This design comes from an exercise in tuning for small area, a short achievable clock period and few clock cycles on the open sky130 flow, not from production work. The RTL was checked by simulation tests, not by an equivalence proof against the original design.

==> flow/config.mk <==
export PLATFORM = sky130hd
export DESIGN_NAME = scr1_pipe_ialu
export DESIGN_NICKNAME = scr1_pipe_ialu
export VERILOG_FILES = /design/flow/design.v
export SDC_FILE = /design/flow/constraint.sdc
export NUM_CORES = 4
export LEC_CHECK = 0
export CAP_MARGIN = 20
export CORE_MARGIN = 2
export CORE_UTILIZATION = 40
export SLEW_MARGIN = 20
==> flow/design.v <==
localparam SCR1_IALU_CMD_ALL_NUM_E    = 23;
localparam SCR1_IALU_CMD_WIDTH_E      = $clog2(SCR1_IALU_CMD_ALL_NUM_E);
typedef enum logic [SCR1_IALU_CMD_WIDTH_E-1:0] {
    SCR1_IALU_CMD_NONE  = '0,    
    SCR1_IALU_CMD_AND,           
    SCR1_IALU_CMD_OR,            
    SCR1_IALU_CMD_XOR,           
    SCR1_IALU_CMD_ADD,           
    SCR1_IALU_CMD_SUB,           
    SCR1_IALU_CMD_SUB_LT,        
    SCR1_IALU_CMD_SUB_LTU,       
    SCR1_IALU_CMD_SUB_EQ,        
    SCR1_IALU_CMD_SUB_NE,        
    SCR1_IALU_CMD_SUB_GE,        
    SCR1_IALU_CMD_SUB_GEU,       
    SCR1_IALU_CMD_SLL,           
    SCR1_IALU_CMD_SRL,           
    SCR1_IALU_CMD_SRA,           
    SCR1_IALU_CMD_MUL,           
    SCR1_IALU_CMD_MULHU,         
    SCR1_IALU_CMD_MULHSU,        
    SCR1_IALU_CMD_MULH,          
    SCR1_IALU_CMD_DIV,           
    SCR1_IALU_CMD_DIVU,          
    SCR1_IALU_CMD_REM,           
    SCR1_IALU_CMD_REMU           
} type_scr1_ialu_cmd_sel_e;
module scr1_pipe_ialu (
    input   logic                           clk,
    input   logic                           rst_n,
    input   logic                           exu2ialu_rvm_cmd_vd_i,
    output  logic                           ialu2exu_rvm_res_rdy_o,
    input   logic [32-1:0]          exu2ialu_main_op1_i,
    input   logic [32-1:0]          exu2ialu_main_op2_i,
    input   logic [SCR1_IALU_CMD_WIDTH_E-1:0] exu2ialu_cmd_i,
    output  logic [32-1:0]          ialu2exu_main_res_o,
    output  logic                           ialu2exu_cmp_res_o,
    input   logic [32-1:0]          exu2ialu_addr_op1_i,
    input   logic [32-1:0]          exu2ialu_addr_op2_i,
    output  logic [32-1:0]          ialu2exu_addr_res_o
);
logic [31:0] op1, op2;
logic [4:0]  cmd;
assign op1 = exu2ialu_main_op1_i;
assign op2 = exu2ialu_main_op2_i;
assign cmd = exu2ialu_cmd_i;
assign ialu2exu_addr_res_o = exu2ialu_addr_op1_i + exu2ialu_addr_op2_i;
logic        sum_sub;
logic [32:0] sum_res;
logic        ltu, lt, eq;
assign sum_sub = (cmd != SCR1_IALU_CMD_ADD);
assign sum_res = {1'b0, op1} + {1'b0, op2 ^ {32{sum_sub}}} + {32'd0, sum_sub};
assign ltu     = ~sum_res[32];
assign lt      = ltu ^ op1[31] ^ op2[31];
assign eq      = (op1 == op2);
logic [31:0] shl_res, shr_res;
assign shl_res = op1 << op2[4:0];
assign shr_res = 32'($signed({(cmd == SCR1_IALU_CMD_SRA) & op1[31], op1}) >>> op2[4:0]);
logic cmd_mul, cmd_div, div_rem, div_sgn;
assign cmd_mul = (cmd == SCR1_IALU_CMD_MUL)  | (cmd == SCR1_IALU_CMD_MULHU)
               | (cmd == SCR1_IALU_CMD_MULHSU) | (cmd == SCR1_IALU_CMD_MULH);
assign cmd_div = (cmd == SCR1_IALU_CMD_DIV)  | (cmd == SCR1_IALU_CMD_DIVU)
               | (cmd == SCR1_IALU_CMD_REM)  | (cmd == SCR1_IALU_CMD_REMU);
assign div_rem = (cmd == SCR1_IALU_CMD_REM)  | (cmd == SCR1_IALU_CMD_REMU);
assign div_sgn = (cmd == SCR1_IALU_CMD_DIV)  | (cmd == SCR1_IALU_CMD_REM);
logic st_m1, st_m2, st_it, st_fix;
logic st_idle;
assign st_idle = ~(st_m1 | st_m2 | st_it | st_fix);
logic [33:0] x_ff;
logic [32:0] y_ff;
logic [32:0] z_ff;
logic        pl17_ff;
logic [4:0]  cnt_ff;
logic        fix_ff;              
logic        mul_a_sgn, mul_b_sgn;
logic [18:0] mul_y;               
logic [32:0] mul_mc;
logic [50:0] mul_p;
logic [31:0] mul_res;
assign mul_a_sgn = ((cmd == SCR1_IALU_CMD_MULH) | (cmd == SCR1_IALU_CMD_MULHSU)) & op1[31];
assign mul_b_sgn = (cmd == SCR1_IALU_CMD_MULH) & op2[31];
assign mul_y  = st_m2 ? {{3{y_ff[32]}}, y_ff[32:17]} : {y_ff[17:0], 1'b0};
assign mul_mc = st_m2 ? z_ff : 33'd0;
always_comb begin
    logic [34:0] a1, a2, pp;
    logic        b0, b1, b2, neg, one, two;
    logic [50:0] acc;
    a1  = {{2{x_ff[32]}}, x_ff[32:0]};
    a2  = {x_ff[32], x_ff[32:0], 1'b0};
    acc = 51'(-(51'd1 << 32));
    for (int i = 0; i < 9; i++) begin
        acc = acc - (51'd1 << (34 + 2*i));
    end
    acc = acc + {18'd0, ~mul_mc[32], mul_mc[31:0]};
    for (int i = 0; i < 9; i++) begin
        b0  = mul_y[2*i];
        b1  = mul_y[2*i+1];
        b2  = mul_y[2*i+2];
        neg = b2 & ~(b1 & b0);
        one = b1 ^ b0;
        two = (b2 & ~b1 & ~b0) | (~b2 & b1 & b0);
        pp  = ({35{one}} & a1) | ({35{two}} & a2);
        pp  = pp ^ {35{neg}};
        acc = acc + ({16'd0, ~pp[34], pp[33:0]} << (2*i)) + ({50'd0, neg} << (2*i));
    end
    mul_p = acc;
end
assign mul_res = (cmd == SCR1_IALU_CMD_MUL) ? {mul_p[13:0], pl17_ff, y_ff[16:0]} : mul_p[45:14];
logic        a_neg, b_neg;
logic [31:0] a_abs, b_abs;
logic [31:0] a_x, b_x;
logic [5:0]  a_lz, b_lz;
logic        b_zero;
logic        div_triv;
logic [5:0]  div_sh;
logic [33:0] div_d0;
assign a_neg  = div_sgn & op1[31];
assign b_neg  = div_sgn & op2[31];
assign a_abs  = a_neg ? -op1 : op1;
assign b_abs  = b_neg ? -op2 : op2;
assign a_x    = op1 ^ {32{a_neg}};
assign b_x    = op2 ^ {32{b_neg}};
always_comb begin
    a_lz = 6'd32;
    b_lz = 6'd32;
    for (int i = 0; i < 32; i++) begin
        if (a_x[i]) a_lz = 6'd31 - 6'(i);
        if (b_x[i]) b_lz = 6'd31 - 6'(i);
    end
end
assign b_zero = (op2 == 32'd0);
assign div_triv = b_zero | (a_lz > (b_lz + {5'd0, a_neg}));
assign div_sh   = (b_lz - a_lz + {5'd0, a_neg}) | 6'd1;
assign div_d0   = {2'b00, b_abs} << div_sh;
logic [34:0] div_t1, div_t2;
logic        div_q1, div_q2;
logic [31:0] div_r1, div_r2;
logic [31:0] div_qn;
logic        div_last;
logic [31:0] div_res_it;
logic [31:0] div_res_fix;
logic [31:0] div_res_triv;
assign div_t1 = {3'b000, z_ff[31:0]} - {1'b0, x_ff};
assign div_q1 = ~div_t1[34];
assign div_r1 = div_q1 ? div_t1[31:0] : z_ff[31:0];
assign div_t2 = {3'b000, div_r1} - {2'b00, x_ff[33:1]};
assign div_q2 = ~div_t2[34];
assign div_r2 = div_q2 ? div_t2[31:0] : div_r1;
assign div_qn = {y_ff[29:0], div_q1, div_q2};
assign div_last     = (cnt_ff == 5'd0);
assign div_res_it   = div_rem ? div_r2 : div_qn;
assign div_res_fix  = -(div_rem ? z_ff[31:0] : y_ff[31:0]);
assign div_res_triv = div_rem ? op1 : {32{b_zero}};
always_ff @(posedge clk) begin
    if (st_idle) begin
        x_ff   <= cmd_div ? div_d0 : {1'b0, mul_a_sgn, op1};
        y_ff   <= cmd_div ? 33'd0  : {mul_b_sgn, op2};
        z_ff   <= {1'b0, a_abs};
        cnt_ff <= 5'(div_sh >> 1);
        fix_ff <= div_rem ? a_neg : (a_neg ^ b_neg);
    end else if (st_m1) begin
        y_ff[16:0] <= mul_p[16:0];
        pl17_ff    <= mul_p[17];
        z_ff       <= mul_p[50:18];
    end else if (st_it) begin
        x_ff   <= {2'b00, x_ff[33:2]};
        y_ff   <= {1'b0, div_qn};
        z_ff   <= {1'b0, div_r2};
        cnt_ff <= cnt_ff - 5'd1;
    end
end
always_ff @(posedge clk, negedge rst_n) begin
    if (~rst_n) begin
        st_m1  <= 1'b0;
        st_m2  <= 1'b0;
        st_it  <= 1'b0;
        st_fix <= 1'b0;
    end else begin
        st_m1  <= exu2ialu_rvm_cmd_vd_i & st_idle & cmd_mul;
        st_m2  <= exu2ialu_rvm_cmd_vd_i & st_m1;
        st_it  <= exu2ialu_rvm_cmd_vd_i & ((st_idle & cmd_div & ~div_triv) | (st_it & ~div_last));
        st_fix <= exu2ialu_rvm_cmd_vd_i & st_it & div_last & fix_ff;
    end
end
always_comb begin
    ialu2exu_main_res_o    = '0;
    ialu2exu_cmp_res_o     = 1'b0;
    ialu2exu_rvm_res_rdy_o = 1'b1;
    case (cmd)
        SCR1_IALU_CMD_AND : ialu2exu_main_res_o = op1 & op2;
        SCR1_IALU_CMD_OR  : ialu2exu_main_res_o = op1 | op2;
        SCR1_IALU_CMD_XOR : ialu2exu_main_res_o = op1 ^ op2;
        SCR1_IALU_CMD_ADD,
        SCR1_IALU_CMD_SUB : ialu2exu_main_res_o = sum_res[31:0];
        SCR1_IALU_CMD_SUB_LT : begin
            ialu2exu_main_res_o = {31'd0, lt};
            ialu2exu_cmp_res_o  = lt;
        end
        SCR1_IALU_CMD_SUB_LTU : begin
            ialu2exu_main_res_o = {31'd0, ltu};
            ialu2exu_cmp_res_o  = ltu;
        end
        SCR1_IALU_CMD_SUB_EQ : begin
            ialu2exu_main_res_o = {31'd0, eq};
            ialu2exu_cmp_res_o  = eq;
        end
        SCR1_IALU_CMD_SUB_NE : begin
            ialu2exu_main_res_o = {31'd0, ~eq};
            ialu2exu_cmp_res_o  = ~eq;
        end
        SCR1_IALU_CMD_SUB_GE : begin
            ialu2exu_main_res_o = {31'd0, ~lt};
            ialu2exu_cmp_res_o  = ~lt;
        end
        SCR1_IALU_CMD_SUB_GEU : begin
            ialu2exu_main_res_o = {31'd0, ~ltu};
            ialu2exu_cmp_res_o  = ~ltu;
        end
        SCR1_IALU_CMD_SLL : ialu2exu_main_res_o = shl_res;
        SCR1_IALU_CMD_SRL,
        SCR1_IALU_CMD_SRA : ialu2exu_main_res_o = shr_res;
        SCR1_IALU_CMD_MUL,
        SCR1_IALU_CMD_MULHU,
        SCR1_IALU_CMD_MULHSU,
        SCR1_IALU_CMD_MULH : begin
            ialu2exu_main_res_o    = mul_res;
            ialu2exu_rvm_res_rdy_o = st_m2;
        end
        SCR1_IALU_CMD_DIV,
        SCR1_IALU_CMD_DIVU,
        SCR1_IALU_CMD_REM,
        SCR1_IALU_CMD_REMU : begin
            if (st_fix) begin
                ialu2exu_main_res_o    = div_res_fix;
            end else if (st_it) begin
                ialu2exu_main_res_o    = div_res_it;
                ialu2exu_rvm_res_rdy_o = div_last & ~fix_ff;
            end else begin
                ialu2exu_main_res_o    = div_res_triv;
                ialu2exu_rvm_res_rdy_o = div_triv;
            end
        end
        default : begin end
    endcase
end
endmodule
==> flow/constraint.sdc <==
create_clock -name core_clock -period 17.0 [get_ports {clk}]
set_input_delay 3.4000 -clock core_clock [delete_from_list [all_inputs] [get_ports {clk}]]
set_output_delay 3.4000 -clock core_clock [all_outputs]
set_load 0.01 [all_outputs]
==> flow/run.sh <==
#!/bin/bash
# synth_recipe.tcl (not shown) runs the flow's synth.tcl, then flattens the netlist and writes it again
# the make line also repeats each setting of config.mk as NAME=value (left out here)
make -C /OpenROAD-flow-scripts/flow DESIGN_CONFIG=/design/flow/config.mk WORK_HOME=/design/flow/orfs CLKGATE_MAP_FILE= SYNTH_SCRIPT=/design/flow/synth_recipe.tcl finish
==> impl_metrics.json, run 1 <==
{
  "status": "no timing/DRC/antenna violations",
  "ys_ff_latch": 111,
  "holdPathStages": 2,
  "syn-instance-count": 5281,
  "post-route-drc-count": 0,
  "finalMaxSlewViolations": 0,
  "ys_types": 91,
  "worst_setup_path_start_kind": "input port",
  "ys.flop_type": "edfxtp_1",
  "die_h_um": 322.4,
  "ant_nets": 0,
  "maxCapViolCount": 0,
  "overflow": 0,
  "worstSkewPairLatency_ns": 0.39,
  "final_util_pct": 44.17,
  "synth_area_per_cell_um2": 7.680,
  "setup_violations": 0,
  "design.core.area_um2": 100300,
  "worst_pin_slew_ns": 1.350,
  "crit_required_ns": 13.60,
  "finalWirelength_mm": 202.4,
  "busiest_layer": "met2",
  "first_iter_violations": 5615,
  "drive_above_1_share_pct": 6.352,
  "finalHoldViolCount": 0,
  "regArea_um2": 3307,
  "vias": 43200,
  "max_freq_ghz": 0.06873,
  "rows": 116,
  "wl_per_cell_um": 30.73,
  "synth.yosys.seq_area_share_pct": 8.144,
  "place_congestion": 1.054,
  "final_nets": 5983,
  "synthArstFlopShare_pct": 3.604,
  "nFillCells": 10240,
  "cts_sinks": 111,
  "finalCritPeriodShare_pct": 85.59,
  "grt_use_met1_pct": 50.39,
  "ys_warn_count": 1,
  "clkSlewWorstSetupHoldPaths_ns": 0.09,
  "cts_root_buf": "clkbuf_16",
  "ios": 202,
  "grt_use_met3_pct": 9.079,
  "htree_levels": 3,
  "critical_path_peak_fanout": 31,
  "cp-end-kind": "output port",
  "syn_nets": 6042,
  "min_period_ns": 14.55,
  "setup_ws_ns": 2.450,
  "die_x_um": 322.4,
  "syn_to_final_growth_pct": 9.233,
  "fin_cells": 6587,
  "io_buffers": 201,
  "grt_pass1_wl_mm": 291.6,
  "maxSlewHeadroom_pct": 9.728,
  "cts_resized": 0,
  "antenna_found_initial": 9,
  "synth-edff-count": 106,
  "multi_input_area_um2": 34330,
  "grt_use_total_pct": 37.96,
  "pre_cts_ws_ns": 2.673,
  "numCtsBuffers": 9,
  "synth_area_um2": 40560,
  "cts_setup_buffers": 0,
  "grt_start_max_net_pins": 70,
  "dieArea_um2": 104000,
  "critPathArrivalTime_ns": 11.15,
  "initial_core_util_pct": 40.44,
  "crit_type": "input port to output port",
  "grt_setup_unrepaired": "no",
  "reg2reg_depth": 26,
  "dp_hpwl_mm": 156.7,
  "fin_skew_ns": 0.01616,
  "setup_tns_ns": 0,
  "clk_path_buf_depth": 2,
  "hold_path.class": "flop to flop",
  "met2_usage_pct": 57.59,
  "hold_buffers": 0,
  "viasPerCell": 6.559,
  "first_global_vias": 41030,
  "firstDrtPassIters": 8,
  "cts_tree": "yes",
  "place_inst": 6566
}
cell families after synthesis:
kind of cell / after synthesis / synth area share [%]
flops: 111 / 8.144
fa+ha+maj: 625 / 24.13
simple gates: 1339 / 15.45
compound gates: 1602 / 26.43
buf+inv: 838 / 7.811
xor+xnor: 582 / 12.62
mux: 184 / 5.414
registers in the layout, summed over array words and instances (netlist names):
register and cells:
fix_ff 1, y_ff 33, cnt_ff 5, st_it 1, x_ff 34, st_m2 1, pl17_ff 1, st_fix 1
st_m1 1, z_ff 33
routing by layer:
metal	up-vias	share of wire, %
met3	542	11
met5	-	0.017
met1	20970	40
met4	6	5.9
met2	2906	43
li1	18780	-
worst max-delay path, stage by stage:
cell,delay (ns)
clkdlybuf4s50_1,0.77
or4b_4,0.87
nor2_4,0.13
buf_4,0.48
xnor2_1,0.19
ha_1,0.29
nor2b_1,0.15
o21ai_0,0.18
a21boi_0,0.18
o21ai_0,0.35
a21oi_1,0.16
o41ai_2,0.93
o221a_2,0.43
o211ai_1,0.16
a2111oi_0,0.85
nor2_1,0.20
o221ai_1,0.27
a32o_1,0.39
nand4b_1,0.17
clkdlybuf4s50_1,0.55
layout make-up:
cell class	count	share of cell area, %
diodes	3	0.01695
clock buffers	9	0.5084
clock inverters	7	0.1214
inverters	415	3.516
multi-input cells	4332	77.49
flip-flops and latches	111	7.464
well taps	1357	3.832
repair buffers	353	7.055
final timing paths:
check                                               to              start  slack (ns)
worst min-delay path                          z_ff[32]           z_ff[32]        0.49
worst max-delay path            ialu2exu_main_res_o[0]  exu2ialu_cmd_i[1]        2.45
worst max register to register                z_ff[29]              st_m2        7.06
max in group asynchronous                        st_m1              rst_n       13.27
min in group asynchronous                        st_it              rst_n        3.34
worst min register to register                z_ff[32]           z_ff[32]        0.49
cells in the mapped netlist, drive strengths merged (36+ instances only):
cell,instances,area (um^2)
nor2,364,1369
and2,50,312.8
ha,363,4542
mux2,43,484.2
o211ai,64,480.5
nor2b,43,269.0
nor3,113,565.5
mux2i,117,1171
o31ai,39,292.8
buf,71,287.8
a221oi,46,402.9
a21oi,308,1545
or3,46,292.8
a22oi,330,2477
a21o,81,608.1
fa,262,5245
nand2b,49,306.5
xor2,226,1994
o21ai,361,1807
nand2,388,1456
xnor2,356,3126
o21a,42,315.3
a31oi,36,240.2
nand3,144,720.7
edfxtp,106,3183
clkbuf,352,1323
inv,400,1501
layout by cell type (no fill, tap or decap), drive strengths merged, types with 46 or more instances in the layout:
master / n
a221oi: 46
a21o: 81
fa: 262
a22oi: 330
clkdlybuf4s50: 196
buf: 157
xnor2: 356
nand3: 144
edfxtp: 106
nor3: 113
nor2: 364
o21ai: 361
nand2: 388
and2: 50
o211ai: 64
a21oi: 308
ha: 363
nand2b: 49
mux2i: 117
inv: 403
or3: 46
xor2: 226
stage by stage:
step / area [um^2] / hold WS [ns]
2_1_floorplan: 40560 / 0.4474
3_3_place_gp: 44000 / 0.4650
3_5_place_dp: 44000 / 0.4777
4_1_cts: 44280 / 0.4910
5_1_grt: 44300 / 0.5141
6_report: 44300 / 0.4929
Testbench counts, summed over its fixed seeds: cycles 22,713.
==> run 2: changes to the inputs <==
--- a/flow/design.v
+++ b/flow/design.v
@@ -48,14 +48,28 @@
 logic        sum_sub;
 logic [32:0] sum_res;
 logic        ltu, lt, eq;
-assign sum_sub = (cmd != SCR1_IALU_CMD_ADD);
+assign sum_sub = cmd[3] | cmd[1] | cmd[0];
 assign sum_res = {1'b0, op1} + {1'b0, op2 ^ {32{sum_sub}}} + {32'd0, sum_sub};
 assign ltu     = ~sum_res[32];
 assign lt      = ltu ^ op1[31] ^ op2[31];
 assign eq      = (op1 == op2);
+logic        shft_left;
+logic [31:0] shft_in, shft_out, shft_rev;
+assign shft_left = ~cmd[1] & ~cmd[0];    
+always_comb begin
+    for (int i = 0; i < 32; i++) begin
+        shft_rev[i] = op1[31-i];
+    end
+end
+assign shft_in  = shft_left ? shft_rev : op1;
+assign shft_out = 32'($signed({(cmd == SCR1_IALU_CMD_SRA) & op1[31], shft_in}) >>> op2[4:0]);
 logic [31:0] shl_res, shr_res;
-assign shl_res = op1 << op2[4:0];
-assign shr_res = 32'($signed({(cmd == SCR1_IALU_CMD_SRA) & op1[31], op1}) >>> op2[4:0]);
+always_comb begin
+    for (int i = 0; i < 32; i++) begin
+        shl_res[i] = shft_out[31-i];
+    end
+end
+assign shr_res = shft_out;
 logic cmd_mul, cmd_div, div_rem, div_sgn;
 assign cmd_mul = (cmd == SCR1_IALU_CMD_MUL)  | (cmd == SCR1_IALU_CMD_MULHU)
                | (cmd == SCR1_IALU_CMD_MULHSU) | (cmd == SCR1_IALU_CMD_MULH);
--- a/flow/config.mk
+++ b/flow/config.mk
@@ -8,4 +8,5 @@
 export CAP_MARGIN = 20
 export CORE_MARGIN = 2
 export CORE_UTILIZATION = 40
+export SETUP_SLACK_MARGIN = 5
 export SLEW_MARGIN = 20
==> run 2 against run 1 <==
Still clean; first-iteration DRC count rose by 19%; cell count decreased by 1.2%; register-to-register slack better by 1.6 ns; cell area up 5.6%; via count up 0.69%; sequential share of layout area fell by 0.39 points; non-clock buffer count rose by 140; clock skew grew 0.0028 ns; area after synthesis is 1.7% lower.
==> impl_metrics.json, run 2 <==
{
  "status": "no timing/DRC/antenna violations",
  "busiest_layer": "met2",
  "finalHoldViolCount": 0,
  "nFillCells": 9732,
  "antenna_found_initial": 11,
  "cp-end-kind": "output port",
  "crit_family": "adder cells",
  "firstDrtPassIters": 8,
  "design_area_um2": 46760,
  "cp_common_cell": "fa_1",
  "holdPathStages": 2,
  "cts_sinks": 111,
  "final_nets": 5973,
  "synth_simple_gate_area_share_pct": 14.24,
  "synth_area_per_cell_um2": 7.775,
  "setup_tns_ns": 0,
  "first_global_vias": 40420,
  "clk_path_buf_depth": 2,
  "final_util_pct": 47.45,
  "reg_top3": "x_ff (34), y_ff (33), z_ff (33)",
  "top_register": "x_ff",
  "reg2reg_depth": 33,
  "grt_use_met3_pct": 11.08,
  "grt_setup_unrepaired": "yes",
  "die_x_um": 319.6,
  "worst_pin_slew_ns": 1.291,
  "holdCritStartpoint": "z_ff[32]",
  "met2_usage_pct": 55.12,
  "synth_common_cells": "inv_1 (405), xnor2_1 (366), ha_1 (362)",
  "initial_core_util_pct": 40.43,
  "place_inst": 6333,
  "design.core.area_um2": 98560,
  "cts_tree": "yes",
  "crit_type": "flop to output port",
  "syn-instance-count": 5125,
  "dpl_cell_area_um2": 43120,
  "yosysTopAreaCell": "fa_1",
  "vias": 43500,
  "rows": 115,
  "synthArstFlopShare_pct": 3.604,
  "htree_levels": 3,
  "critical_path_peak_fanout": 8,
  "synth_compound_area_share_pct": 26.71,
  "critPathArrivalTime_ns": 8.54,
  "rrSetupSlack_ns": 8.64,
  "grt_use_total_pct": 37.78,
  "worstSkewPairLatency_ns": 0.43,
  "max_freq_ghz": 0.08374,
  "ios": 202,
  "synth.area.top_cells": "fa_1 (13%), ha_1 (11%), xnor2_1 (8.0%)",
  "dp_hpwl_mm": 148.6,
  "synthXorXnorAreaFrac_pct": 12.85,
  "holdWs_ns": 0.4562,
  "finalWirelength_mm": 201.3,
  "fin_skew_ns": 0.01893,
  "dieArea_um2": 102200,
  "path_buf_inv": 8,
  "ys_types": 103,
  "grt_pass1_wl_mm": 286.2,
  "min_period_ns": 11.94,
  "syn_to_final_growth_pct": 17.35,
  "setup_violations": 0,
  "synth.yosys.seq_area_share_pct": 8.289,
  "hold_path.class": "flop to flop",
  "cts_root_buf": "clkbuf_16",
  "yosysMostFrequentCell": "inv_1",
  "ys.flop_type": "edfxtp_1",
  "finalCritPeriodShare_pct": 70.25,
  "hold_end": "z_ff[32]",
  "fin_cells": 6509,
  "numCtsBuffers": 9,
  "cp_slowest_cell": "edfxtp_1",
  "viasPerCell": 6.684,
  "slowest_delay_ns": 0.84,
  "finalMaxSlewViolations": 0,
  "die_h_um": 319.6,
  "syn_nets": 5885,
  "clkSlewWorstSetupHoldPaths_ns": 0.09,
  "final_common_cell": "inv_1",
  "maxSlewHeadroom_pct": 13.05,
  "synth_area_um2": 39850,
  "io_buffers": 201,
  "grt_start_max_net_pins": 61,
  "maxCapViolCount": 0,
  "grt_use_met1_pct": 49.86,
  "post-route-drc-count": 0,
  "overflow": 0,
  "worst_setup_path_start_kind": "flop",
  "synth_top_family_by_area": "compound AO/OA/AOI/OAI gates",
  "r2r_end": "z_ff[32]",
  "crit_cells": 33,
  "synthMuxAreaShare_pct": 5.310,
  "crit_required_ns": 13.60,
  "ys_ff_latch": 111,
  "ant_nets": 0,
  "synth_top_cell_area_share_pct": 13.16,
  "ys_warn_count": 1,
  "place_congestion": 1.068,
  "wl_per_cell_um": 30.93,
  "final_cell_mix": "inv_1 (395), xnor2_1 (352), ha_1 (351)",
  "hold_buffers": 0,
  "reg2reg_from": "y_ff[3]",
  "synth-edff-count": 106,
  "first_iter_violations": 6686,
  "synthAdderAreaFrac_pct": 24.53,
  "largest_reg_flops": 34,
  "drive_above_1_share_pct": 12.15
}
==> run 2: cell types whose count changed after synthesis, sizes merged, moves of 13 or more <==
cell / before / now
nor2: 364 / 300
mux2: 43 / 29
clkbuf: 352 / 322
nand2: 388 / 335
mux2i: 117 / 154
a21oi: 308 / 324
a211oi: 31 / 52
o211ai: 64 / 49
mux4: 24 / 11
buf: 71 / 98
nand3: 144 / 121
==> run 2: through the flow <==
| stage | setup slack (ns) |
|---|---|
| 2_1_floorplan | 5.723 |
| 3_3_place_gp | 3.249 |
| 3_5_place_dp | 3.172 |
| 4_1_cts | 4.946 |
| 5_1_grt | 4.886 |
| 6_report | 5.058 |
==> run 2: cell families after synthesis <==
| logic type | after synthesis |
|---|---|
| flops | 111 |
| buf+inv | 834 |
| simple gates | 1182 |
| mux | 194 |
| xor+xnor | 583 |
| compound gates | 1597 |
| fa+ha+maj | 624 |
==> run 2: worst reg2reg max path, delay by kind of cell, from the launching register on <==
kind	cells	cell delay, ns
adder cells (fa/ha/maj)	6	2.71
AO/OA/AOI/OAI	11	2.06
buffers and inverters	8	0.99
AND/OR/NAND/NOR	5	0.93
flip-flops	1	0.84
XOR/XNOR	2	0.58
multiplexers	1	0.18
==> run 2: cell type report <==
type	count	area [um^2]	area share, %
antenna	4	10.01	0.02140
inverter	414	1619	3.462
clock inverter	7	81.33	0.1739
tap	1287	1610	3.443
sequential	111	3309	7.077
multi-input combinational	4184	34770	74.35
timing repair buffer	493	5139	10.99
clock buffer	9	225.2	0.4816
==> run 2: repair_timing <==
action | 4_1_cts | 5_1_grt
buffers inserted | 70 | 61
pin swaps | 42 | 75
endpoints found under the setup margin | 34 | 34
resized for setup | 244 | 252
gates cloned | 12 | 10
==> run 2: how the worst max path moves through the flow <==
stage	start	end	slack [ns]
6_report	y_ff[3]	ialu2exu_main_res_o[30]	5.06
5_1_grt	z_ff[0]	ialu2exu_main_res_o[9]	4.89
4_1_cts	st_m2	ialu2exu_main_res_o[31]	4.95
3_5_place_dp	st_m2	ialu2exu_main_res_o[31]	3.17
3_3_place_gp	st_m2	ialu2exu_main_res_o[20]	3.25
2_1_floorplan	st_m2	ialu2exu_main_res_o[31]	5.72
==> run 2: per-layer routing <==
metal | share of wire (%) | up-vias
li1 | - | 18590
met1 | 39 | 21040
met2 | 41 | 3179
met3 | 13 | 690
met4 | 6.9 | 10
met5 | 0.031 | -
Testbench counts of run 2, summed over its fixed seeds: cycles 22,713.
==> run 3: changes to the inputs <==
--- a/flow/design.v
+++ b/flow/design.v
@@ -81,20 +81,30 @@
 logic st_idle;
 assign st_idle = ~(st_m1 | st_m2 | st_it | st_fix);
 logic [33:0] x_ff;
-logic [32:0] y_ff;
+logic [36:0] y_ff;
 logic [32:0] z_ff;
-logic        pl17_ff;
 logic [4:0]  cnt_ff;
+logic        mul1_ff;             
 logic        fix_ff;              
 logic        mul_a_sgn, mul_b_sgn;
 logic [18:0] mul_y;               
 logic [32:0] mul_mc;
 logic [50:0] mul_p;
 logic [31:0] mul_res;
-assign mul_a_sgn = ((cmd == SCR1_IALU_CMD_MULH) | (cmd == SCR1_IALU_CMD_MULHSU)) & op1[31];
-assign mul_b_sgn = (cmd == SCR1_IALU_CMD_MULH) & op2[31];
-assign mul_y  = st_m2 ? {{3{y_ff[32]}}, y_ff[32:17]} : {y_ff[17:0], 1'b0};
-assign mul_mc = st_m2 ? z_ff : 33'd0;
+assign mul_a_sgn = ((cmd == SCR1_IALU_CMD_MUL) | (cmd == SCR1_IALU_CMD_MULH)
+                 |  (cmd == SCR1_IALU_CMD_MULHSU)) & op1[31];
+assign mul_b_sgn = ((cmd == SCR1_IALU_CMD_MUL) | (cmd == SCR1_IALU_CMD_MULH)) & op2[31];
+logic [32:0] mul_a33, mul_b33, mul_xs, mul_ys;
+logic        mul_a_small, mul_b_small, mul_swap;
+assign mul_a33     = {mul_a_sgn, op1};
+assign mul_b33     = {mul_b_sgn, op2};
+assign mul_a_small = (mul_a33[32:17] == '0) | (mul_a33[32:17] == '1);
+assign mul_b_small = (mul_b33[32:17] == '0) | (mul_b33[32:17] == '1);
+assign mul_swap    = ~mul_b_small & mul_a_small;
+assign mul_xs      = mul_swap ? mul_b33 : mul_a33;    
+assign mul_ys      = mul_swap ? mul_a33 : mul_b33;    
+assign mul_y  = y_ff[18:0];
+assign mul_mc = z_ff;
 always_comb begin
     logic [34:0] a1, a2, pp;
     logic        b0, b1, b2, neg, one, two;
@@ -119,7 +129,13 @@
     end
     mul_p = acc;
 end
-assign mul_res = (cmd == SCR1_IALU_CMD_MUL) ? {mul_p[13:0], pl17_ff, y_ff[16:0]} : mul_p[45:14];
+always_comb begin
+    if (st_m2) begin
+        mul_res = (cmd == SCR1_IALU_CMD_MUL) ? {mul_p[13:0], y_ff[36:19]} : mul_p[45:14];
+    end else begin
+        mul_res = (cmd == SCR1_IALU_CMD_MUL) ? mul_p[31:0] : {{13{mul_p[50]}}, mul_p[50:32]};
+    end
+end
 logic        a_neg, b_neg;
 logic [31:0] a_abs, b_abs;
 logic [31:0] a_x, b_x;
@@ -163,23 +179,28 @@
 assign div_qn = {y_ff[29:0], div_q1, div_q2};
 assign div_last     = (cnt_ff == 5'd0);
 assign div_res_it   = div_rem ? div_r2 : div_qn;
-assign div_res_fix  = -(div_rem ? z_ff[31:0] : y_ff[31:0]);
+assign div_res_fix  = div_t1[31:0];
 assign div_res_triv = div_rem ? op1 : {32{b_zero}};
 always_ff @(posedge clk) begin
     if (st_idle) begin
-        x_ff   <= cmd_div ? div_d0 : {1'b0, mul_a_sgn, op1};
-        y_ff   <= cmd_div ? 33'd0  : {mul_b_sgn, op2};
-        z_ff   <= {1'b0, a_abs};
+        x_ff   <= cmd_div ? div_d0 : {1'b0, mul_xs};
+        y_ff   <= cmd_div ? 37'd0  : {3'd0, mul_ys, 1'b0};
+        mul1_ff <= mul_a_small | mul_b_small;
+        z_ff   <= cmd_div ? {1'b0, a_abs} : 33'd0;
         cnt_ff <= 5'(div_sh >> 1);
         fix_ff <= div_rem ? a_neg : (a_neg ^ b_neg);
     end else if (st_m1) begin
-        y_ff[16:0] <= mul_p[16:0];
-        pl17_ff    <= mul_p[17];
+        y_ff       <= {mul_p[17:0], {3{y_ff[33]}}, y_ff[33:18]};
         z_ff       <= mul_p[50:18];
     end else if (st_it) begin
-        x_ff   <= {2'b00, x_ff[33:2]};
-        y_ff   <= {1'b0, div_qn};
-        z_ff   <= {1'b0, div_r2};
+        if (div_last & fix_ff) begin
+            x_ff <= {2'b00, div_res_it};
+            z_ff <= 33'd0;
+        end else begin
+            x_ff <= {2'b00, x_ff[33:2]};
+            z_ff <= {1'b0, div_r2};
+        end
+        y_ff   <= {5'd0, div_qn};
         cnt_ff <= cnt_ff - 5'd1;
     end
 end
@@ -191,7 +212,7 @@
         st_fix <= 1'b0;
     end else begin
         st_m1  <= exu2ialu_rvm_cmd_vd_i & st_idle & cmd_mul;
-        st_m2  <= exu2ialu_rvm_cmd_vd_i & st_m1;
+        st_m2  <= exu2ialu_rvm_cmd_vd_i & st_m1 & ~mul1_ff;
         st_it  <= exu2ialu_rvm_cmd_vd_i & ((st_idle & cmd_div & ~div_triv) | (st_it & ~div_last));
         st_fix <= exu2ialu_rvm_cmd_vd_i & st_it & div_last & fix_ff;
     end
@@ -238,7 +259,7 @@
         SCR1_IALU_CMD_MULHSU,
         SCR1_IALU_CMD_MULH : begin
             ialu2exu_main_res_o    = mul_res;
-            ialu2exu_rvm_res_rdy_o = st_m2;
+            ialu2exu_rvm_res_rdy_o = st_m2 | (st_m1 & mul1_ff);
         end
         SCR1_IALU_CMD_DIV,
         SCR1_IALU_CMD_DIVU,
--- a/flow/config.mk
+++ b/flow/config.mk
@@ -5,6 +5,7 @@
 export SDC_FILE = /design/flow/constraint.sdc
 export NUM_CORES = 4
 export LEC_CHECK = 0
+export ABC_AREA = 1
 export CAP_MARGIN = 20
 export CORE_MARGIN = 2
 export CORE_UTILIZATION = 40
==> run 3 against run 2 <==
Worst hold slack better by 0.00089 ns; sequential share of layout area is 0.71 points higher; synthesized cell count rose by 13%; via count rose by 3.3%; critical path depth decreased by 7; count of clock-buffer cells in the layout grew 8; still clean; critical path type unchanged.
==> impl_metrics.json, run 3 <==
{
  "reg_top3": "y_ff (37), x_ff (34), z_ff (33)",
  "ant_nets": 0,
  "grt_use_total_pct": 42.37,
  "ys.flop_type": "edfxtp_1",
  "syn_to_final_growth_pct": 13.00,
  "synth.yosys.seq_area_share_pct": 8.791,
  "final_util_pct": 45.63,
  "dieArea_um2": 100200,
  "cts_sinks": 115,
  "status": "no timing/DRC/antenna violations",
  "yosysTopAreaCell": "fa_1",
  "cp-end-kind": "output port",
  "place_congestion": 1.103,
  "ys_warn_count": 1,
  "grt_pass1_wl_mm": 305.8,
  "firstDrtPassIters": 6,
  "crit_type": "flop to output port",
  "numCtsBuffers": 17,
  "maxCapViolCount": 0,
  "crit_required_ns": 13.60,
  "wl_per_cell_um": 30.50,
  "synth-edff-count": 111,
  "yosysMostFrequentCell": "nand2_1",
  "finalHoldViolCount": 0,
  "synth_top_cell_area_share_pct": 13.43,
  "ys_types": 74,
  "die_x_um": 316.5,
  "rrSetupSlack_ns": 9.32,
  "critPathArrivalTime_ns": 8.53,
  "rows": 114,
  "synth_common_cells": "nand2_1 (1066), inv_1 (654), o21ai_0 (597)",
  "grt_start_max_net_pins": 69,
  "synth_simple_gate_area_share_pct": 18.16,
  "cp_slowest_cell": "fa_1",
  "largest_reg_flops": 37,
  "ios": 202,
  "min_period_ns": 11.93,
  "final_nets": 6595,
  "finalMaxSlewViolations": 0,
  "synth_area_per_cell_um2": 6.765,
  "critical_path_peak_fanout": 27,
  "maxSlewHeadroom_pct": 18.26,
  "initial_core_util_pct": 40.38,
  "setup_tns_ns": 0,
  "syn_nets": 6531,
  "setup_violations": 0,
  "dp_hpwl_mm": 168.7,
  "synth.area.top_cells": "fa_1 (13%), ha_1 (12%), xor2_1 (11%)",
  "final_cell_mix": "nand2_1 (1059), inv_1 (647), o21ai_0 (565)",
  "synthArstFlopShare_pct": 3.478,
  "die_h_um": 316.5,
  "top_register": "y_ff",
  "cts_tree": "yes",
  "synth_area_um2": 39050,
  "syn-instance-count": 5773,
  "finalWirelength_mm": 217.5,
  "overflow": 0,
  "dpl_cell_area_um2": 42470,
  "viasPerCell": 6.303,
  "vias": 44940,
  "ys_ff_latch": 115,
  "grt_setup_unrepaired": "yes",
  "max_freq_ghz": 0.08384,
  "htree_levels": 4,
  "worstSkewPairLatency_ns": 0.46,
  "multi_input_area_um2": 32160,
  "finalCritPeriodShare_pct": 70.16,
  "first_global_vias": 42790,
  "synth_compound_area_share_pct": 24.77,
  "synth_top_family_by_area": "adder cells",
  "drive_above_1_share_pct": 6.581,
  "clkSlewWorstSetupHoldPaths_ns": 0.06,
  "worst_setup_path_start_kind": "flop",
  "cts_root_buf": "clkbuf_16",
  "first_iter_violations": 6030,
  "post-route-drc-count": 0,
  "holdWs_ns": 0.4570,
  "synthMuxAreaShare_pct": 0.3108,
  "antenna_found_initial": 14,
  "nFillCells": 10240,
  "synthAdderAreaFrac_pct": 24.96,
  "io_buffers": 201,
  "clk_path_buf_depth": 2,
  "worst_pin_slew_ns": 1.222,
  "regArea_um2": 3435,
  "final_common_cell": "nand2_1",
  "design.core.area_um2": 96710,
  "cp_common_cell": "fa_1",
  "slowest_delay_ns": 0.66,
  "design_area_um2": 44130,
  "hold_path.class": "flop to flop",
  "synthXorXnorAreaFrac_pct": 12.63,
  "fin_skew_ns": 0.01513
}
==> run 3: cell count changes after synthesis, sizes merged, moves of 262 or more <==
cell and delta:
nand2 +737, a22oi -325, xnor2 -308, o21ai +290, xor2 +288, o22ai +286
inv +262
==> run 3: cells by family after synthesis <==
| family | count (synthesis) |
|---|---|
| AND/OR/NAND/NOR | 1742 |
| AO/OA/AOI/OAI | 1659 |
| buffers and inverters | 1060 |
| adder cells (fa/ha/maj) | 622 |
| XOR/XNOR | 563 |
| flip-flops | 115 |
| multiplexers | 12 |
==> run 3: final timing paths <==
path / startpoint / depth (start not counted) / to
setup / recovery: y_ff[17] / 26 / ialu2exu_main_res_o[11]
hold / removal: mul1_ff / 1 / st_m2
setup reg to reg: y_ff[4] / 27 / z_ff[24]
hold reg to reg: mul1_ff / 1 / st_m2
max in group asynchronous: rst_n / 1 / st_m1
min in group asynchronous: rst_n / 1 / st_it
==> run 3: per-stage QoR <==
stage	setup slack [ns]	cells
after global routing	4.692	7126
final	5.072	7130
after floorplan	6.403	5773
after detailed placement	3.285	7054
after CTS	4.844	7110
after global placement	3.150	7054
==> run 3: routing by layer <==
metal	global-route usage (%)	share of wire [%]
met1	49.20	36
met2	66.24	43
met3	10.03	10
met4	35.38	11
met5	0	0.050
==> run 3: critical path, delay by kind of cell (launching register included) <==
family	cells	cell delay [ns]
and+or+nand+nor	4	0.68
AOI/OAI and AO/OA	7	1.45
adders and majority gates	7	3.57
DFF	1	0.52
xor gates and xnor gates	2	0.47
buffers and inverters	6	1.36
==> run 3: final cells by class <==
class | instances | share of cell area, %
Tap cell | 1276 | 3.618
Timing Repair Buffer | 369 | 7.913
Antenna cell | 4 | 0.02268
Timing Repair inverter | 1 | 0.01134
Clock inverter | 15 | 0.4423
Clock buffer | 17 | 0.9639
Multi-Input combinational cell | 4601 | 72.87
Sequential cell | 115 | 7.782
Inverter | 732 | 6.376
==> run 3: timing repair <==
item / in CTS / in global routing
hold buffers: 0 / 0
pin swaps: 9 / 13
gates cloned: 4 / 1
setup endpoints to repair: 34 / 34
setup buffers: 20 / 13
resized for setup: 98 / 117
Testbench counts of run 3, summed over its fixed seeds: cycles 20,636.
==> run 4: changes to the inputs <==
--- a/flow/design.v
+++ b/flow/design.v
@@ -159,7 +159,15 @@
     end
 end
 assign b_zero = (op2 == 32'd0);
-assign div_triv = b_zero | (a_lz > (b_lz + {5'd0, a_neg}));
+logic [32:0] triv_a, triv_sm;
+assign triv_a = a_neg ? {a_x, 1'b1} : {1'b0, a_x};
+always_comb begin
+    triv_sm = triv_a;
+    for (int k = 1; k < 33; k = k * 2) begin
+        triv_sm = triv_sm | (triv_sm >> k);
+    end
+end
+assign div_triv = b_zero | (|({1'b0, b_x} & ~triv_sm));
 assign div_sh   = (b_lz - a_lz + {5'd0, a_neg}) | 6'd1;
 assign div_d0   = {2'b00, b_abs} << div_sh;
 logic [34:0] div_t1, div_t2;
==> flow/flow/run.sh (new file) <==
#!/bin/bash
set -euo pipefail
bash standard.sh SETUP_SLACK_MARGIN=6 finish > standard_flow.log 2>&1
==> flow/standard.sh (new file) <==
#!/bin/bash
# synth_recipe.tcl (not shown) runs the flow's synth.tcl, then flattens the netlist and writes it again
# the make line also repeats each setting of config.mk as NAME=value (left out here)
make -C /OpenROAD-flow-scripts/flow DESIGN_CONFIG=/design/flow/config.mk WORK_HOME=/design/flow/orfs CLKGATE_MAP_FILE= SYNTH_SCRIPT=/design/flow/synth_recipe.tcl "${@:-finish}"
--- a/flow/config.mk
+++ b/flow/config.mk
@@ -9,5 +9,4 @@
 export CAP_MARGIN = 20
 export CORE_MARGIN = 2
 export CORE_UTILIZATION = 40
-export SETUP_SLACK_MARGIN = 5
 export SLEW_MARGIN = 20
removed: flow/run.sh
==> run 4 against run 3 <==
Still clean; global-route usage rose by 0.30 points; synthesized cell count is 2.7% higher; critical path depth shrank 10; via count increased by 5.2%; register-to-register slack better by 0.62 ns; routed wire length up 5.2%; non-clock buffer count is 137 higher; cell count is 4.3% higher; worst hold slack better by 0.069 ns.
==> impl_metrics.json, run 4 <==
{
  "status": "no timing/DRC/antenna violations",
  "cp_common_cell": "nand2_1",
  "maxCapViolCount": 0,
  "holdPathStages": 1,
  "synth_area_per_cell_um2": 6.675,
  "synthArstFlopShare_pct": 3.478,
  "cp-end-kind": "output port",
  "crit_cells": 16,
  "place_inst": 7222,
  "dieArea_um2": 101500,
  "finalMaxSlewViolations": 0,
  "design.core.area_um2": 98280,
  "yosysTopAreaCell": "fa_1",
  "grt_pass1_wl_mm": 316.4,
  "synth-edff-count": 111,
  "antenna_found_initial": 9,
  "cts_tree": "yes",
  "yosysMostFrequentCell": "nand2_1",
  "first_global_vias": 44510,
  "ys_types": 64,
  "reg_top3": "y_ff (37), x_ff (34), z_ff (33)",
  "ys_warn_count": 1,
  "worst_pin_slew_ns": 1.199,
  "die_x_um": 318.6,
  "crit_required_ns": 13.60,
  "dp_hpwl_mm": 169.0,
  "finalHoldViolCount": 0,
  "design_area_um2": 48390,
  "synth_top_cell_area_share_pct": 13.25,
  "first_iter_violations": 6119,
  "ys_ff_latch": 115,
  "finalCritPeriodShare_pct": 65.45,
  "cts_root_buf": "clkbuf_16",
  "io_buffers": 201,
  "ant_nets": 0,
  "top_register": "y_ff",
  "syn-instance-count": 5931,
  "final_cell_mix": "nand2_1 (1123), inv_1 (593), o21ai_0 (495)",
  "grt_setup_unrepaired": "yes",
  "clk_path_buf_depth": 2,
  "largest_reg_flops": 37,
  "worstSkewPairLatency_ns": 0.47,
  "setup_tns_ns": 0,
  "rows": 115,
  "cp_slowest_cell": "clkdlybuf4s50_1",
  "worst_setup_path_start_kind": "input port",
  "die_h_um": 318.6,
  "firstDrtPassIters": 8,
  "critPathArrivalTime_ns": 7.73,
  "place_congestion": 1.063,
  "crit_type": "input port to output port",
  "hold_path.class": "flop to flop",
  "overflow": 0,
  "min_period_ns": 11.13,
  "fin_cells": 7434,
  "synth_area_um2": 39590,
  "wl_per_cell_um": 30.78,
  "critical_path_peak_fanout": 7,
  "initial_core_util_pct": 40.29,
  "vias": 47280,
  "htree_levels": 4,
  "synth.yosys.seq_area_share_pct": 8.672,
  "slowest_delay_ns": 0.86,
  "cts_sinks": 115,
  "maxSlewHeadroom_pct": 19.19,
  "viasPerCell": 6.359,
  "synth.area.top_cells": "fa_1 (13%), nand2_1 (11%), ha_1 (11%)",
  "cp_cell_sequence": "clkdlybuf4s50_1 > clkinvlp_4 > o21ai_0 > nand2_1 > nand2_1 > inv_1 > nand2_1 > o21ai_0 > nand2_1 > o21ai_0 > a221oi_1 > nand2_1 > o2111ai_2 > a21oi_1 > o21ai_1 > clkdlybuf4s15_1",
  "drive_above_1_share_pct": 13.37,
  "max_freq_ghz": 0.08988,
  "ys.flop_type": "edfxtp_1",
  "crit_family": "compound AO/OA/AOI/OAI gates",
  "ios": 202,
  "dpl_cell_area_um2": 43030,
  "reg2reg_depth": 39,
  "syn_nets": 6682,
  "setup_violations": 0,
  "grt_use_total_pct": 42.67,
  "path_buf_inv": 4,
  "final_nets": 6880,
  "syn_to_final_growth_pct": 22.23,
  "grt_start_max_net_pins": 81,
  "numCtsBuffers": 17,
  "clkSlewWorstSetupHoldPaths_ns": 0.07,
  "final_common_cell": "nand2_1",
  "synth_common_cells": "nand2_1 (1177), inv_1 (622), o21ai_0 (573)",
  "post-route-drc-count": 0,
  "fin_skew_ns": 0.02051,
  "finalWirelength_mm": 228.8
}
-- run 4: worst paths after layout --
| kind | startpoint | end | slack, ns |
|---|---|---|---|
| worst max-delay path | exu2ialu_main_op1_i[14] | ialu2exu_main_res_o[19] | 5.87 |
| min in group asynchronous | rst_n | st_it | 3.25 |
| worst min register to register | mul1_ff | st_m2 | 0.53 |
| max in group asynchronous | rst_n | st_m1 | 13.43 |
| worst max register to register | y_ff[4] | z_ff[29] | 9.94 |
| worst min-delay path | mul1_ff | st_m2 | 0.53 |
-- run 4: per-stage QoR --
step / hold WS, ns / worst slack, ns / util [%]
floorplan: 0.4146 / 6.120 / -
global placement: 0.5199 / 4.395 / 43.79
detailed placement: 0.5030 / 4.291 / 43.79
CTS: 0.5143 / 5.925 / 46.81
global route: 0.5145 / 5.778 / 49.23
finish: 0.5259 / 5.874 / 49.24
-- run 4: what timing repair did --
action                     CTS  global route
resized for setup          482           364
pin swaps                   66           135
hold buffers                 0             0
setup endpoints to repair   34            41
cloned                      15            11
setup buffers               69            79
-- run 4: cell type report --
type | count | area, um^2
timing repair inverter | 2 | 13.76
tap | 1287 | 1610
inverter | 709 | 2841
timing repair buffer | 506 | 5285
antenna | 5 | 12.51
fill | 9985 | 49880
multi-input combinational | 4778 | 34570
clock inverter | 13 | 182.7
sequential | 115 | 3435
clock buffer | 19 | 442.9
-- run 4: routing by layer --
metal,vias to the layer above,track usage [%],part of all wire [%]
met5,-,0,0.023
met4,10,35.63,11
met3,975,8.904,11
met2,3370,66.07,43
met1,22360,50.82,36
li1,20570,-,-
-- run 4: kinds of logic after synthesis --
kind of cell	count (synthesis)	synth area share (%)
xor gates and xnor gates	544	12.03
AOI/OAI and AO/OA	1646	24.30
muxes	11	0.2813
and+or+nand+nor	1959	20.26
DFF	115	8.672
buffers and inverters	1041	10.04
adders and majority gates	615	24.40
Testbench counts of run 4, summed over its fixed seeds: cycles 20,636.
==> run 5: changes to the inputs <==
--- a/flow/design.v
+++ b/flow/design.v
@@ -103,11 +103,29 @@
 assign mul_swap    = ~mul_b_small & mul_a_small;
 assign mul_xs      = mul_swap ? mul_b33 : mul_a33;    
 assign mul_ys      = mul_swap ? mul_a33 : mul_b33;    
+logic [18:0] enc_y;
+logic [26:0] enc_sel;
+logic [26:0] sel_ff;              
+assign enc_y = st_idle ? {mul_ys[17:0], 1'b0} : {{3{y_ff[33]}}, y_ff[33:18]};
+always_comb begin
+    logic b0, b1, b2;
+    for (int i = 0; i < 9; i++) begin
+        b0 = enc_y[2*i];
+        b1 = enc_y[2*i+1];
+        b2 = enc_y[2*i+2];
+        enc_sel[3*i+2] = b2 & ~(b1 & b0);
+        enc_sel[3*i+1] = (b2 & ~b1 & ~b0) | (~b2 & b1 & b0);
+        enc_sel[3*i]   = b1 ^ b0;
+    end
+end
+always_ff @(posedge clk) begin
+    sel_ff <= enc_sel;
+end
 assign mul_y  = y_ff[18:0];
 assign mul_mc = z_ff;
 always_comb begin
     logic [34:0] a1, a2, pp;
-    logic        b0, b1, b2, neg, one, two;
+    logic        neg, one, two;
     logic [50:0] acc;
     a1  = {{2{x_ff[32]}}, x_ff[32:0]};
     a2  = {x_ff[32], x_ff[32:0], 1'b0};
@@ -117,12 +135,9 @@
     end
     acc = acc + {18'd0, ~mul_mc[32], mul_mc[31:0]};
     for (int i = 0; i < 9; i++) begin
-        b0  = mul_y[2*i];
-        b1  = mul_y[2*i+1];
-        b2  = mul_y[2*i+2];
-        neg = b2 & ~(b1 & b0);
-        one = b1 ^ b0;
-        two = (b2 & ~b1 & ~b0) | (~b2 & b1 & b0);
+        neg = sel_ff[3*i+2];
+        two = sel_ff[3*i+1];
+        one = sel_ff[3*i];
         pp  = ({35{one}} & a1) | ({35{two}} & a2);
         pp  = pp ^ {35{neg}};
         acc = acc + ({16'd0, ~pp[34], pp[33:0]} << (2*i)) + ({50'd0, neg} << (2*i));
@@ -225,65 +240,45 @@
         st_fix <= exu2ialu_rvm_cmd_vd_i & st_it & div_last & fix_ff;
     end
 end
-always_comb begin
-    ialu2exu_main_res_o    = '0;
-    ialu2exu_cmp_res_o     = 1'b0;
+logic s_and, s_or, s_xor, s_sum, s_cmp, s_shl, s_shr;
+logic s_mul, s_dit, s_dfix, s_dtriv;
+logic cmp_inv, cmp_bit;
+logic [31:0] res_early;
+assign s_and   = (cmd == SCR1_IALU_CMD_AND);
+assign s_or    = (cmd == SCR1_IALU_CMD_OR);
+assign s_xor   = (cmd == SCR1_IALU_CMD_XOR);
+assign s_sum   = (cmd == SCR1_IALU_CMD_ADD) | (cmd == SCR1_IALU_CMD_SUB);
+assign s_cmp   = (cmd >= SCR1_IALU_CMD_SUB_LT) & (cmd <= SCR1_IALU_CMD_SUB_GEU);
+assign s_shl   = (cmd == SCR1_IALU_CMD_SLL);
+assign s_shr   = (cmd == SCR1_IALU_CMD_SRL) | (cmd == SCR1_IALU_CMD_SRA);
+assign s_mul   = cmd_mul;
+assign s_dit   = cmd_div & st_it;
+assign s_dfix  = cmd_div & st_fix;
+assign s_dtriv = cmd_div & ~st_it & ~st_fix;
+assign cmp_inv = (cmd == SCR1_IALU_CMD_SUB_NE) | (cmd == SCR1_IALU_CMD_SUB_GE)
+               | (cmd == SCR1_IALU_CMD_SUB_GEU);
+assign cmp_bit = cmp_inv ^ ((((cmd == SCR1_IALU_CMD_SUB_LT)  | (cmd == SCR1_IALU_CMD_SUB_GE))  & lt)
+                          | (((cmd == SCR1_IALU_CMD_SUB_LTU) | (cmd == SCR1_IALU_CMD_SUB_GEU)) & ltu)
+                          | (((cmd == SCR1_IALU_CMD_SUB_EQ)  | (cmd == SCR1_IALU_CMD_SUB_NE))  & eq));
+assign res_early = ({32{s_and}}   & (op1 & op2))
+                 | ({32{s_or}}    & (op1 | op2))
+                 | ({32{s_xor}}   & (op1 ^ op2))
+                 | ({32{s_shl}}   & shl_res)
+                 | ({32{s_shr}}   & shr_res)
+                 | ({32{s_dfix}}  & div_res_fix)
+                 | ({32{s_dtriv}} & div_res_triv);
+assign ialu2exu_main_res_o = res_early
+                           | ({32{s_sum}} & sum_res[31:0])
+                           | ({32{s_mul}} & mul_res)
+                           | ({32{s_dit}} & div_res_it)
+                           | {31'd0, s_cmp & cmp_bit};
+assign ialu2exu_cmp_res_o  = s_cmp & cmp_bit;
+always_comb begin
     ialu2exu_rvm_res_rdy_o = 1'b1;
-    case (cmd)
-        SCR1_IALU_CMD_AND : ialu2exu_main_res_o = op1 & op2;
-        SCR1_IALU_CMD_OR  : ialu2exu_main_res_o = op1 | op2;
-        SCR1_IALU_CMD_XOR : ialu2exu_main_res_o = op1 ^ op2;
-        SCR1_IALU_CMD_ADD,
-        SCR1_IALU_CMD_SUB : ialu2exu_main_res_o = sum_res[31:0];
-        SCR1_IALU_CMD_SUB_LT : begin
-            ialu2exu_main_res_o = {31'd0, lt};
-            ialu2exu_cmp_res_o  = lt;
-        end
-        SCR1_IALU_CMD_SUB_LTU : begin
-            ialu2exu_main_res_o = {31'd0, ltu};
-            ialu2exu_cmp_res_o  = ltu;
-        end
-        SCR1_IALU_CMD_SUB_EQ : begin
-            ialu2exu_main_res_o = {31'd0, eq};
-            ialu2exu_cmp_res_o  = eq;
-        end
-        SCR1_IALU_CMD_SUB_NE : begin
-            ialu2exu_main_res_o = {31'd0, ~eq};
-            ialu2exu_cmp_res_o  = ~eq;
-        end
-        SCR1_IALU_CMD_SUB_GE : begin
-            ialu2exu_main_res_o = {31'd0, ~lt};
-            ialu2exu_cmp_res_o  = ~lt;
-        end
-        SCR1_IALU_CMD_SUB_GEU : begin
-            ialu2exu_main_res_o = {31'd0, ~ltu};
-            ialu2exu_cmp_res_o  = ~ltu;
-        end
-        SCR1_IALU_CMD_SLL : ialu2exu_main_res_o = shl_res;
-        SCR1_IALU_CMD_SRL,
-        SCR1_IALU_CMD_SRA : ialu2exu_main_res_o = shr_res;
-        SCR1_IALU_CMD_MUL,
-        SCR1_IALU_CMD_MULHU,
-        SCR1_IALU_CMD_MULHSU,
-        SCR1_IALU_CMD_MULH : begin
-            ialu2exu_main_res_o    = mul_res;
-            ialu2exu_rvm_res_rdy_o = st_m2 | (st_m1 & mul1_ff);
-        end
-        SCR1_IALU_CMD_DIV,
-        SCR1_IALU_CMD_DIVU,
-        SCR1_IALU_CMD_REM,
-        SCR1_IALU_CMD_REMU : begin
-            if (st_fix) begin
-                ialu2exu_main_res_o    = div_res_fix;
-            end else if (st_it) begin
-                ialu2exu_main_res_o    = div_res_it;
-                ialu2exu_rvm_res_rdy_o = div_last & ~fix_ff;
-            end else begin
-                ialu2exu_main_res_o    = div_res_triv;
-                ialu2exu_rvm_res_rdy_o = div_triv;
-            end
-        end
-        default : begin end
-    endcase
+    if (cmd_mul) begin
+        ialu2exu_rvm_res_rdy_o = st_m2 | (st_m1 & mul1_ff);
+    end else if (cmd_div) begin
+        ialu2exu_rvm_res_rdy_o = st_fix | (st_it & div_last & ~fix_ff) | (~st_it & div_triv);
+    end
 end
 endmodule
==> flow/flow/run.sh (replaced) <==
#!/bin/bash
set -euo pipefail
bash standard.sh SETUP_SLACK_MARGIN=6 "BUFFER_PORTS_ARGS=-buffer_cell sky130_fd_sc_hd__buf_4" finish > standard_flow.log 2>&1
==> run 5 against run 4 <==
Die area is essentially flat; synthesized cell count shrank 1.4%; cell count shrank 2.9%; global-route usage shrank 0.21 points; area after synthesis is essentially flat; setup slack gained 0.11 ns; sequential share of layout area grew 1.7 points; critical path depth is the same.
==> impl_metrics.json, run 5 <==
{
  "status": "no timing/DRC/antenna violations",
  "first_iter_violations": 5607,
  "holdWs_ns": 0.4814,
  "finalCritPeriodShare_pct": 64.81,
  "setup_tns_ns": 0,
  "fin_skew_ns": 0.01891,
  "synth_area_per_cell_um2": 6.769,
  "ys_warn_count": 1,
  "crit_required_ns": 13.60,
  "yosysMostFrequentCell": "nand2_1",
  "ys_ff_latch": 142,
  "initial_core_util_pct": 40.27,
  "largest_reg_flops": 37,
  "maxCapViolCount": 0,
  "reg_top3": "y_ff (37), x_ff (34), z_ff (33)",
  "dp_hpwl_mm": 172.8,
  "cp-end-kind": "output port",
  "ys_types": 71,
  "reg2reg_depth": 30,
  "syn_to_final_growth_pct": 14.23,
  "dpl_cell_area_um2": 42240,
  "place_congestion": 1.108,
  "highest_layer": "met5",
  "die_h_um": 318.5,
  "dr_wl_met2_mm": 97.26,
  "hold_buffers": 0,
  "final_nets": 6660,
  "grt_use_total_pct": 42.46,
  "finalHoldViolCount": 0,
  "place_inst": 7104,
  "ys.flop_type": "edfxtp_1",
  "viasPerCell": 6.282,
  "finalMaxSlewViolations": 0,
  "worstSkewPairLatency_ns": 0.47,
  "critPathArrivalTime_ns": 7.62,
  "design_area_um2": 45210,
  "design.core.area_um2": 98280,
  "crit_type": "input port to output port",
  "synthArstFlopShare_pct": 2.817,
  "syn-instance-count": 5846,
  "hold_path.class": "flop to flop",
  "synth_top_cell_area_share_pct": 13.25,
  "antenna_found_initial": 11,
  "post-route-drc-count": 0,
  "syn_nets": 6597,
  "synth_area_um2": 39570,
  "final_common_cell": "nand2_1",
  "htree_levels": 4,
  "critical_path_peak_fanout": 39,
  "final_cell_mix": "nand2_1 (1171), inv_1 (613), o21ai_0 (551)",
  "numCtsBuffers": 17,
  "worst_pin_slew_ns": 1.239,
  "clkSlewWorstSetupHoldPaths_ns": 0.08,
  "grt_setup_unrepaired": "yes",
  "grt_start_max_net_pins": 71,
  "met3WireLength_mm": 21.67,
  "crit_end": "ialu2exu_main_res_o[28]",
  "setup_violations": 0,
  "min_period_ns": 11.02,
  "dieArea_um2": 101500,
  "first_global_vias": 43450,
  "firstDrtPassIters": 10,
  "max_freq_ghz": 0.09076,
  "drive_above_1_share_pct": 11.79,
  "synth_common_cells": "nand2_1 (1187), inv_1 (628), o21ai_0 (586)",
  "io_buffers": 201,
  "overflow": 0,
  "synth.area.top_cells": "fa_1 (13%), nand2_1 (11%), ha_1 (11%)",
  "crit_start": "exu2ialu_cmd_i[1]",
  "clk_path_buf_depth": 2,
  "reg2reg_from": "x_ff[2]",
  "wl_met1_mm": 83.30,
  "rows": 115,
  "synth.yosys.seq_area_share_pct": 10.04,
  "worst_setup_path_start_kind": "input port",
  "ios": 202,
  "maxSlewHeadroom_pct": 16.55,
  "cts_root_buf": "clkbuf_16",
  "synth-edff-count": 111,
  "r2r_end": "x_ff[9]",
  "cts_tree": "yes",
  "die_x_um": 318.5,
  "ant_nets": 0,
  "finalWirelength_mm": 224.4,
  "fin_cells": 7218,
  "grt_pass1_wl_mm": 313.0,
  "vias": 45340,
  "top_register": "y_ff",
  "wl_per_cell_um": 31.09,
  "yosysTopAreaCell": "fa_1",
  "rrSetupSlack_ns": 9.46,
  "cts_sinks": 142
}
## run 5: cells by family (layout without fill, tap and decap cells)
group                      count (synthesis)  in the layout  share of synthesized area (%)
AOI/OAI and AO/OA                       1618           1618                          23.76
xor gates and xnor gates                 532            532                          11.77
adders and majority gates                615            615                          24.42
buffers and inverters                   1026           1101                          9.918
DFF                                      142            142                          10.04
muxes                                     15             15                         0.3794
other                                      0              9                              0
and+or+nand+nor                         1898           1899                          19.71
## run 5: repair_timing
item                       in CTS  in global routing
setup endpoints to repair      35                 64
cloned                          1                 11
pin swaps                      11                 84
buffers inserted               10                 51
resized for setup             156                251
## run 5: worst min path at each step
stage | from | to | depth (start not counted)
final | mul1_ff | st_m2 | 1
after global routing | mul1_ff | st_m2 | 1
after CTS | mul1_ff | st_m2 | 1
after detailed placement | mul1_ff | st_m2 | 1
after global placement | mul1_ff | st_m2 | 1
after floorplan | mul1_ff | st_m2 | 1
## run 5: per-layer routing
layer / track usage, % / up-vias
met5: 0 / -
met4: 33.04 / 8
met3: 8.058 / 857
met2: 66.02 / 2950
met1: 51.77 / 21600
li1: - / 19920
## run 5: per-stage QoR
stage | utilization, % | setup slack [ns]
after floorplan | - | 6.646
after global placement | 42.98 | 4.465
after detailed placement | 42.98 | 4.440
after CTS | 44.25 | 5.958
after global routing | 45.98 | 5.931
final | 46.00 | 5.982
## run 5: worst max-delay path: stages
cell      delay (ns)
buf_4           0.12
inv_4           0.07
nor2_1          0.26
nor2_1          0.11
nor2_2          0.09
buf_4           0.46
clkinv_1        0.97
buf_4           0.60
nand2_2         0.20
nand2_8         0.17
clkinv_8        0.14
o21ai_0         0.09
nand4_1         0.29
nor4_1          0.11
nand3_1         0.25
buf_4           0.18
## run 5: final cells by class
class,count,area (um^2)
fill,10240,53070
multi-input combinational,4679,32880
sequential,142,3991
timing repair buffer,375,3371
inverter,688,2733
tap,1287,1610
clock buffer,17,425.4
clock inverter,15,137.6
timing repair inverter,6,33.78
antenna,9,22.52
Testbench counts of run 5, summed over its fixed seeds: cycles 20,636.

[re-timing with driven ports]
No port has a modelled driver above. Below, the same layouts with a new extraction and two added sets of constraints.
Step 1 sets driving cells, clkbuf_16 on the clock port and buf_2 on the other inputs (assumed; they add their load-dependent delay and slew).
Step 2 times the ports against the registers' clock, not the clock port: input delays grow and output delays shrink by t, the midpoint of the rising clock arrivals with the driver on.
Slacks: ideal ports / drivers / drivers and shift; pairs: ideal ports / drivers.
run | t (ns) | slack for setup (ns) | hold slack, ns | worst register clock-pin slew, ns | cell pins on the clock port's net
run 1 | 0.441 | 2.450 / 2.395 / 2.395 | 0.493 / 0.493 / 0.493 | 0.09 / 0.09 | 1
run 2 | 0.483 | 5.058 / 4.994 / 5.045 | 0.456 / 0.456 / 0.456 | 0.11 / 0.11 | 1
run 3 | 0.518 | 5.072 / 5.007 / 5.062 | 0.457 / 0.457 / 0.457 | 0.07 / 0.07 | 1
run 4 | 0.523 | 5.874 / 5.844 / 5.844 | 0.526 / 0.526 / 0.526 | 0.07 / 0.07 | 1
run 5 | 0.526 | 5.982 / 5.948 / 5.948 | 0.481 / 0.481 / 0.481 | 0.09 / 0.09 | 1
After both steps setup and hold are still met in every run listed. For run 1, which loses most, drivers alone change the setup slack by -0.055 ns; drivers and shift together by -0.055 ns.
